Background: an optimization exercise with open tools, aiming at small area, a short achievable clock period and few clock cycles. Do not read the settings as production practice. Only simulation tests tie the RTL to the original design; equivalence was not proved. Power is estimated from default activity; no workload was simulated.

==> flow/design.v <==
module mammal (
      input clk,
      input rst,
      input [15:0] data_in,
      output logic [15:0] data_out,
      output logic [11:0] address,
      output memwt,
      input INT,
      output logic intack
);
localparam OP_NOP=4'd0, OP_LDI=4'd1, OP_LD=4'd2, OP_ST=4'd3, OP_JZ=4'd4, OP_JMP=4'd5,
           OP_ALU=4'd7, OP_PUSH=4'd8, OP_POP=4'd9, OP_CALL=4'd10, OP_RET=4'd11,
           OP_STI=4'd12, OP_CLI=4'd13, OP_IRET=4'd14;
logic [11:0] pc;
logic [3:0] xop;           
logic [2:0] rd;            
logic [15:0] opa, opb;     
logic zeroflag, intflag;
logic [15:0] regbank [7:0];
logic c_cin, c_sum, c_and, c_or, c_xor, c_not;
logic s_iretw, s_iret2, s_int0, s_int1, s_int2, s_int3, s_halt;
logic [11:0] addr_q;       
logic a_data;              
logic memwt_q, d_pc, d_z;
wire x_ldi  = (xop == OP_LDI);
wire x_ld   = (xop == OP_LD);
wire x_st   = (xop == OP_ST);
wire x_jz   = (xop == OP_JZ);     
wire x_jmp  = (xop == OP_JMP);    
wire x_alu  = (xop == OP_ALU);
wire x_push = (xop == OP_PUSH);
wire x_pop  = (xop == OP_POP);
wire x_call = (xop == OP_CALL);   
wire x_ret  = (xop == OP_RET);
wire x_sti  = (xop == OP_STI);
wire x_cli  = (xop == OP_CLI);
wire x_iret = (xop == OP_IRET);
wire busy = s_iretw | s_iret2 | s_int0 | s_int1 | s_int2 | s_int3 | s_halt;
wire x_mem = x_ldi | x_ld | x_st | x_push | x_pop | x_call | x_ret | x_iret;
wire jz_taken = x_jz & zeroflag;             
wire int_point = x_ldi | x_ld | x_st | x_jmp | jz_taken | x_alu | x_push | x_pop |
                 x_call | x_ret | x_sti | s_iret2;
wire take_int = int_point & intflag & INT;
wire fetch_raw = ~busy & ~x_mem & ~jz_taken & ~(x_alu & (rd == 3'd7));
wire fetch = fetch_raw & ~take_int;
wire [3:0] fop = data_in[15:12];
wire f_jz   = (fop == OP_JZ);
wire f_call = (fop == OP_CALL);
wire f_jmp  = (fop == OP_JMP) | f_call | (f_jz & zeroflag & ~x_alu);
wire f_halt = (fop == 4'd6) | (fop == 4'd15);
wire f_none = (fop == OP_NOP) | (f_jz & ~zeroflag & ~x_alu);
wire f_alu  = (fop == OP_ALU);
wire f_spinc = (fop == OP_POP) | (fop == OP_RET) | (fop == OP_IRET);
wire f_spdec = (fop == OP_PUSH) | f_call;
wire f_ldst  = (fop == OP_LD) | (fop == OP_ST);
wire f_wt    = (fop == OP_ST) | (fop == OP_PUSH) | f_call;
wire f_unary = f_alu & (data_in[11:9] == 3'h7);
wire f_dec   = f_unary & (data_in[8:6] == 3'h3);
wire f_sub   = f_alu & (data_in[11:9] == 3'h1);
wire [15:0] sp = regbank[7];
wire sp_dn = x_push | x_call | s_int1 | s_int2;
logic [15:0] sp_t;
always_comb begin
    sp_t[0] = 1'b1;
    for (int i = 1; i < 16; i++) sp_t[i] = sp_t[i-1] & (sp[i-1] ^ sp_dn);
end
wire [15:0] sp_pm = sp ^ sp_t;
wire [12:0] psum = {pc, 1'b1} + {data_in[11:0], fetch_raw};
wire [11:0] pc_add = psum[12:1];
wire [11:0] pc_inc = pc + 12'd1;
wire [16:0] asum_w = {opa, 1'b1} + {opb, c_cin};
wire [15:0] asum = asum_w[16:1];
wire [15:0] lres = ({16{c_and}} & (opa & opb)) |
                   ({16{c_or}}  & (opa | opb)) |
                   ({16{c_xor}} & (opa ^ opb)) |
                   {15'd0, c_not & ~|opb};
wire [15:0] zk = {opa[14:0] | opb[14:0], c_cin};
wire zsum = &((opa ^ opb) ~^ zk);
wire zres = c_sum ? zsum : ~|lres;
wire wr_en = x_alu | x_ldi | x_ld | x_pop;
wire w_sum = x_alu & c_sum;
wire [15:0] wother = x_alu ? lres : data_in;
wire [15:0] wdata = w_sum ? asum : wother;
wire sp_en = sp_dn | x_pop | x_ret | x_iret | s_iret2;
wire wr7 = wr_en & (rd == 3'd7);
wire [15:0] r7other = wr7 ? wother : sp_pm;
always_ff @(posedge clk) begin
    for (int i = 0; i < 7; i++)
        if (wr_en && rd == 3'(i)) regbank[i] <= wdata;
    if (wr7 | sp_en) regbank[7] <= (wr7 & w_sum) ? asum : r7other;
end
wire [15:0] rda = regbank[data_in[8:6]];
wire [15:0] rdb = regbank[data_in[5:3]];
wire fwda = x_alu & (data_in[8:6] == rd);
wire fwdb = x_alu & (data_in[5:3] == rd);
wire [15:0] oa_other = f_unary ? {16{f_dec}} : (f_call ? {4'b0, pc_inc} : (fwda ? lres : rda));
wire oa_sum = fwda & c_sum & ~f_unary & ~f_call;
wire [15:0] ob_other = f_jz ? {4'b0, pc_add} : (fwdb ? lres : rdb);
wire ob_sum = fwdb & c_sum & ~f_jz;
always_ff @(posedge clk) begin
    rd <= data_in[2:0];
    opa <= oa_sum ? asum : oa_other;
    opb <= (ob_sum ? asum : ob_other) ^ {16{f_sub}};
    if (s_iretw | s_int1) addr_q <= sp_pm[11:0];
    else if (s_int0) addr_q <= sp[11:0];
    else if (f_spinc) addr_q <= sp_pm[11:0];
    else if (f_spdec) addr_q <= sp[11:0];
    else addr_q <= fwdb ? wdata[11:0] : rdb[11:0];
    c_cin <= (data_in[11:9] == 3'h1) | (data_in[11:6] == 6'b111010);
    c_sum <= (data_in[11:10] == 2'b00) | (data_in[11:7] == 5'b11101);
    c_and <= (data_in[11:9] == 3'h2);
    c_or  <= (data_in[11:9] == 3'h3) | (data_in[11:6] == 6'b111001);
    c_xor <= (data_in[11:9] == 3'h4);
    c_not <= (data_in[11:6] == 6'b111000);
end
always_ff @(posedge clk) begin
    if (rst) begin
        xop <= OP_NOP;
        s_iretw <= 1'b0;
        s_iret2 <= 1'b0;
        s_int0 <= 1'b0;
        s_int1 <= 1'b0;
        s_int2 <= 1'b0;
        s_int3 <= 1'b0;
        s_halt <= 1'b0;
        a_data <= 1'b0;
        memwt_q <= 1'b0;
        d_pc <= 1'b0;
        d_z <= 1'b0;
        pc <= 12'd0;
        zeroflag <= 1'b0;
        intflag <= 1'b0;
    end else begin
        if (x_alu) zeroflag <= zres;
        if (x_iret) zeroflag <= data_in[0];
        if (x_sti) intflag <= 1'b1;
        if (x_cli | s_int1) intflag <= 1'b0;
        xop <= OP_NOP;
        if (fetch) begin
            if (f_jmp && !f_call) xop <= OP_JMP;
            else if (!f_none && !f_halt) xop <= fop;
            if (f_halt) s_halt <= 1'b1;
        end
        if ((fetch & f_jmp) | s_int2) pc <= pc_add;
        if ((fetch & ~f_jmp) | x_ldi) pc <= pc_inc;
        if (jz_taken) pc <= opb[11:0];
        if (x_ret | s_iret2 | s_int3) pc <= data_in[11:0];
        if (s_int1) pc <= 12'h7f0;
        s_iretw <= x_iret;
        s_iret2 <= s_iretw;
        s_int0 <= take_int;
        s_int1 <= s_int0;
        s_int2 <= s_int1;
        s_int3 <= s_int2;
        a_data <= (fetch & (f_ldst | f_spinc | f_spdec)) | s_int0 | s_int1 | s_iretw;
        memwt_q <= (fetch & f_wt) | s_int0 | s_int1;
        d_pc <= s_int0;
        d_z <= s_int1;
    end
end
assign address = a_data ? addr_q : pc;
assign memwt = memwt_q;
assign intack = s_int2;
always_comb begin
    if (d_pc) data_out = {4'b0, pc};
    else if (d_z) data_out = {15'b0, zeroflag};
    else data_out = opa;
end
endmodule
make LEC_CHECK=0 ABC_AREA=1 CAP_MARGIN=20 CORE_MARGIN=2 CORE_UTILIZATION=55 SETUP_SLACK_MARGIN=3 SLEW_MARGIN=20 finish   # period 6.0 ns
run.sh (not shown) runs the stock make flow with config.mk's settings and CLKGATE_MAP_FILE= SYNTH_SCRIPT=/design/flow/synth_recipe.tcl, a recipe that flattens the netlist after the stock synthesis.
The first run passed the timing, DRC and antenna checks.
Testbench counts at the start, summed over its fixed seeds: cycles 108,649.
Rerun with:
- CORE_UTILIZATION: 55 -> 40
What happened:
- first-iteration DRC count came out lower by 27%
- via count falls by 4.2%
- routed wire length is higher by 3.7%
- cell count goes up by 5.5%
- register-to-register slack is better by 100 ps
- area after synthesis stays the same
- worst setup slack stays flat
- total power came out lower by 3.6%
- critical path depth came out lower by 4
- non-clock buffer count rises by 6

what the ideal ports hide:
The results above use ideal ports. As a check the final layouts listed here were re-extracted and re-timed, cells and wires unchanged.
Step 1 sets driving cells, clkbuf_16 on the clock port and buf_2 on the other inputs (assumed; they add their load-dependent delay and slew).
Step 2 also shifts input and output timing later by t, the mid clock arrival at the registers, as if the neighbouring blocks saw the same clock.
a / b / c = ideal / step 1 / step 2; a / b = the first two.
| run | t, ns | setup slack, ns | worst setup path at the end | worst data-port slew with drivers (ns) | cell pins on the clock port's net |
|---|---|---|---|---|---|
| the first run | 0.591 | 2.954 / 2.971 / 2.392 | input to register | 0.04 | 1 |
| the second run | 0.577 | 2.952 / 2.897 / 2.452 | input to register | 0.04 | 1 |
After both steps every run listed still meets setup and hold. The setup slack of the first run, which loses most, moves by +0.017 ns with the drivers and by -0.562 ns with both steps.
